This design comes from an exercise in tuning for small area and a short achievable clock period on the open sky130 flow, not from production work.
Only simulation tests tie the RTL to the original design; equivalence was not proved.
No activity file was given, so power comes from the tool's default toggle rates.

==> flow/design.v (excerpt) <==
module fpa(
  input  wire        clk,
  input  wire        reset,
  input  wire [11:0] A,
  input  wire [11:0] B,
  input  wire [11:0] C,
  input  wire [11:0] D,
  input  wire        pushin,
  output reg         pushout,
  output reg  [11:0] Z
);
  function automatic ge5(input [4:0] a, input [4:0] b);
    reg [4:0] g, n; reg g43, n43, g21, n21, g4_1, n4_1;
    begin
      g = ~a & b; n = ~(a & ~b);
      g43 = g[4] | (n[4] & g[3]);  n43 = n[4] & n[3];
      g21 = g[2] | (n[2] & g[1]);  n21 = n[2] & n[1];
      g4_1 = g43 | (n43 & g21);    n4_1 = n43 & n21;
      ge5 = ~(g4_1 | (n4_1 & g[0]));
    end
  endfunction
  wire [4:0] eA = A[10:6], eB = B[10:6], eC = C[10:6], eD = D[10:6];
  wire gAB = ge5(eA, eB), gAC = ge5(eA, eC), gAD = ge5(eA, eD);
  wire gBC = ge5(eB, eC), gBD = ge5(eB, eD), gCD = ge5(eC, eD);
  wire selA = gAB & gAC & gAD;
  wire selB = ~gAB & gBC & gBD;
  wire selC = ~gAC & ~gBC & gCD;
  wire selD = ~gAD & ~gBD & ~gCD;
  wire [4:0] mx0 = ({5{selA}} & eA) | ({5{selB}} & eB) | ({5{selC}} & eC) | ({5{selD}} & eD);
  reg [5:0] f1A, f1B, f1C, f1D;
  ...
clock: 5.0 ns
lec_check: 0
abc_area: 1
cap_margin: 20
core_margin: 2
core_utilization: 40
setup_slack_margin: 2.5
slew_margin: 20
run.sh (not shown) runs the stock make flow with config.mk's settings and CLKGATE_MAP_FILE= SYNTH_SCRIPT=/design/flow/synth_recipe.tcl, a recipe that flattens the netlist after the stock synthesis.
The starting point ran to the end with no violations.
Edit:
==> flow/flow/run.sh (new file) <==
#!/bin/bash
set -euo pipefail
export BUFFER_PORTS_ARGS="-buffer_cell sky130_fd_sc_hd__buf_1"
export CTS_ARGS="-sink_clustering_enable -repair_clock_nets -dont_use_dummy_load -sink_clustering_size 30 -sink_clustering_max_diameter 120 -buf_list sky130_fd_sc_hd__clkbuf_8"
bash standard.sh > standard.log 2>&1
==> flow/standard.sh (new file) <==
#!/bin/bash
# synth_recipe.tcl (not shown) runs the flow's synth.tcl, then flattens the netlist and writes it again
# the make line also repeats each setting of config.mk as NAME=value (left out here)
make -C /OpenROAD-flow-scripts/flow DESIGN_CONFIG=/design/flow/config.mk WORK_HOME=/design/flow/orfs CLKGATE_MAP_FILE= SYNTH_SCRIPT=/design/flow/synth_recipe.tcl "${@:-finish}"
Settings changed: CTS_BUF_LIST set to sky130_fd_sc_hd__clkbuf_8, SETUP_SLACK_MARGIN 2.5 to 2.7.
removed: flow/run.sh
What happened: The new run ran to the end with no violations. Clock-buffer cell count came out lower by 3. Non-clock buffer count grows by 11. Setup slack gets better by 140 ps. Sequential power barely changes. Cell count is about the same.
Edit:
==> flow/flow/run.sh (replaced) <==
#!/bin/bash
set -euo pipefail
export BUFFER_PORTS_ARGS="-buffer_cell sky130_fd_sc_hd__buf_1"
bash standard.sh > standard.log 2>&1
Settings changed: CORE_UTILIZATION 40 to 60, PLACE_DENSITY set to 0.75, SETUP_SLACK_MARGIN 2.7 to 2.5.
Effect:
- hold slack improved by 29 ps
- synthesized area stays the same
- routed wire length shrinks by a few percent
- design area shrinks by a few percent
- total power grows slightly
- worst setup slack got worse by 220 ps
Edit:
Settings changed: CORE_UTILIZATION 60 to 40, PLACE_DENSITY 0.75 to unset.
Outcome: Via count came out lower by 1.2%; wire length came out higher by 2.4%; die area came out higher by 48%; design area came out higher by 0.82%; clock-buffer cell count came out lower by 2; worst hold slack stays flat; synthesized cell count stays the same; global-route usage came out lower by 7.3 points; final cell count came out higher by 6.7%; combinational power came out lower by about 3%.

---

Starting RTL as in the previous note.
clock: 5.0 ns
lec_check: 0
abc_area: 1
cap_margin: 20
core_margin: 2
core_utilization: 40
setup_slack_margin: 2.9
slew_margin: 20
standard.sh (not shown) runs the stock make flow with config.mk's settings and CLKGATE_MAP_FILE= SYNTH_SCRIPT=/design/flow/synth_recipe.tcl, a recipe that flattens the netlist after the stock synthesis.
==> flow/flow/run.sh <==
#!/bin/bash
set -euo pipefail
export BUFFER_PORTS_ARGS="-buffer_cell sky130_fd_sc_hd__buf_1"
bash standard.sh > standard.log 2>&1
The baseline finished clean.
Change:
--- a/flow/config.mk
+++ b/flow/config.mk
@@ -10,4 +10,5 @@
 export CORE_MARGIN = 2
-export CORE_UTILIZATION = 40
-export SETUP_SLACK_MARGIN = 2.9
+export CORE_UTILIZATION = 30
+export CTS_BUF_LIST = sky130_fd_sc_hd__clkbuf_8
+export SETUP_SLACK_MARGIN = 2.7
 export SLEW_MARGIN = 20
What happened: The changed run finished clean; utilization went down by 17 points; final area went down by roughly a tenth; worst hold slack stays flat; worst setup slack gets worse by 0.039 ns; via count went down by a few percent; global-route usage went down by 3.7 points; power went down by about a fifth; sequential share of layout area went up by 3.4 points; non-clock buffer count went down by 31; first-iteration DRC count went down by about a fifth.
Change:
--- a/flow/config.mk
+++ b/flow/config.mk
@@ -10,5 +10,5 @@
 export CORE_MARGIN = 2
-export CORE_UTILIZATION = 30
-export CTS_BUF_LIST = sky130_fd_sc_hd__clkbuf_8
-export SETUP_SLACK_MARGIN = 2.7
+export CORE_UTILIZATION = 40
+export CTS_BUF_LIST = sky130_fd_sc_hd__clkbuf_4 sky130_fd_sc_hd__clkbuf_8
+export SETUP_SLACK_MARGIN = 2.5
 export SLEW_MARGIN = 20
The new run passed the timing, DRC and antenna checks.
Fmax shrinks by about 0.5%.
Area after synthesis stays the same.
Die area shrinks by about 24%.
Change:
--- a/flow/config.mk
+++ b/flow/config.mk
@@ -11,4 +11,4 @@
 export CORE_UTILIZATION = 40
-export CTS_BUF_LIST = sky130_fd_sc_hd__clkbuf_4 sky130_fd_sc_hd__clkbuf_8
-export SETUP_SLACK_MARGIN = 2.5
+export CTS_BUF_LIST = sky130_fd_sc_hd__clkbuf_8
+export SETUP_SLACK_MARGIN = 2.6
 export SLEW_MARGIN = 20
Count of clock-buffer cells in the layout stays the same.
Worst hold slack loses 0.011 ns.
Power barely changes.
Sequential power stays flat.
Setup slack loses 0.0032 ns.
Via count is about the same.
Change:
--- a/flow/config.mk
+++ b/flow/config.mk
@@ -12,3 +12,3 @@
 export CTS_BUF_LIST = sky130_fd_sc_hd__clkbuf_8
-export SETUP_SLACK_MARGIN = 2.6
+export SETUP_SLACK_MARGIN = 2.7
 export SLEW_MARGIN = 20
Cell count rises by about 0.7%. Via count rises by about 0.9%. Final area rises by 2.3%. Non-clock buffer count rises by 12. Maximum frequency rises by about 4%. First-iteration DRC count falls by 10%. Global-route usage rises by 0.24 points. Clock skew rises by 0.0033 ns. Worst setup slack gains 0.091 ns.

re-timing with driven ports:
In the flow no input, the clock included, has a driving cell. The finished layouts below were timed again as built, in two steps.
Step 1: set_driving_cell puts a clkbuf_16 on clk and a buf_2 on each other input, an assumption about the parent block.
Step 2 moves the port delays by t, midway between the first and last clock arrival at a register: inputs arrive t later, outputs are due t later. That takes back most of the time a late clock gives input paths.
Slacks: ideal ports / drivers / drivers and shift; pairs: ideal ports / drivers.
run | t, ns | setup WS [ns] | worst setup path after step 2
the first run of note 1 | 0.468 | 2.599 / 2.612 / 2.144 | input to register
the second run of note 1 | 0.472 | 2.734 / 2.734 / 2.461 | input to register
the third run of note 1 | 0.489 | 2.519 / 2.519 / 2.242 | input to register
the fourth run of note 1 | 0.502 | 2.705 / 2.705 / 2.412 | input to register
the first run of note 2 | 0.478 | 2.756 / 2.756 / 2.567 | input to register
the second run of note 2 | 0.516 | 2.717 / 2.717 / 2.338 | input to register
the third run of note 2 | 0.502 | 2.705 / 2.705 / 2.412 | input to register
the fourth run of note 2 | 0.504 | 2.702 / 2.702 / 2.403 | input to register
the fifth run of note 2 | 0.497 | 2.793 / 2.793 / 2.465 | input to register
After both steps setup and hold are still met in every run listed. The setup slack of the first run of note 1, which loses most, moves by +0.013 ns with the drivers and by -0.455 ns with both steps.
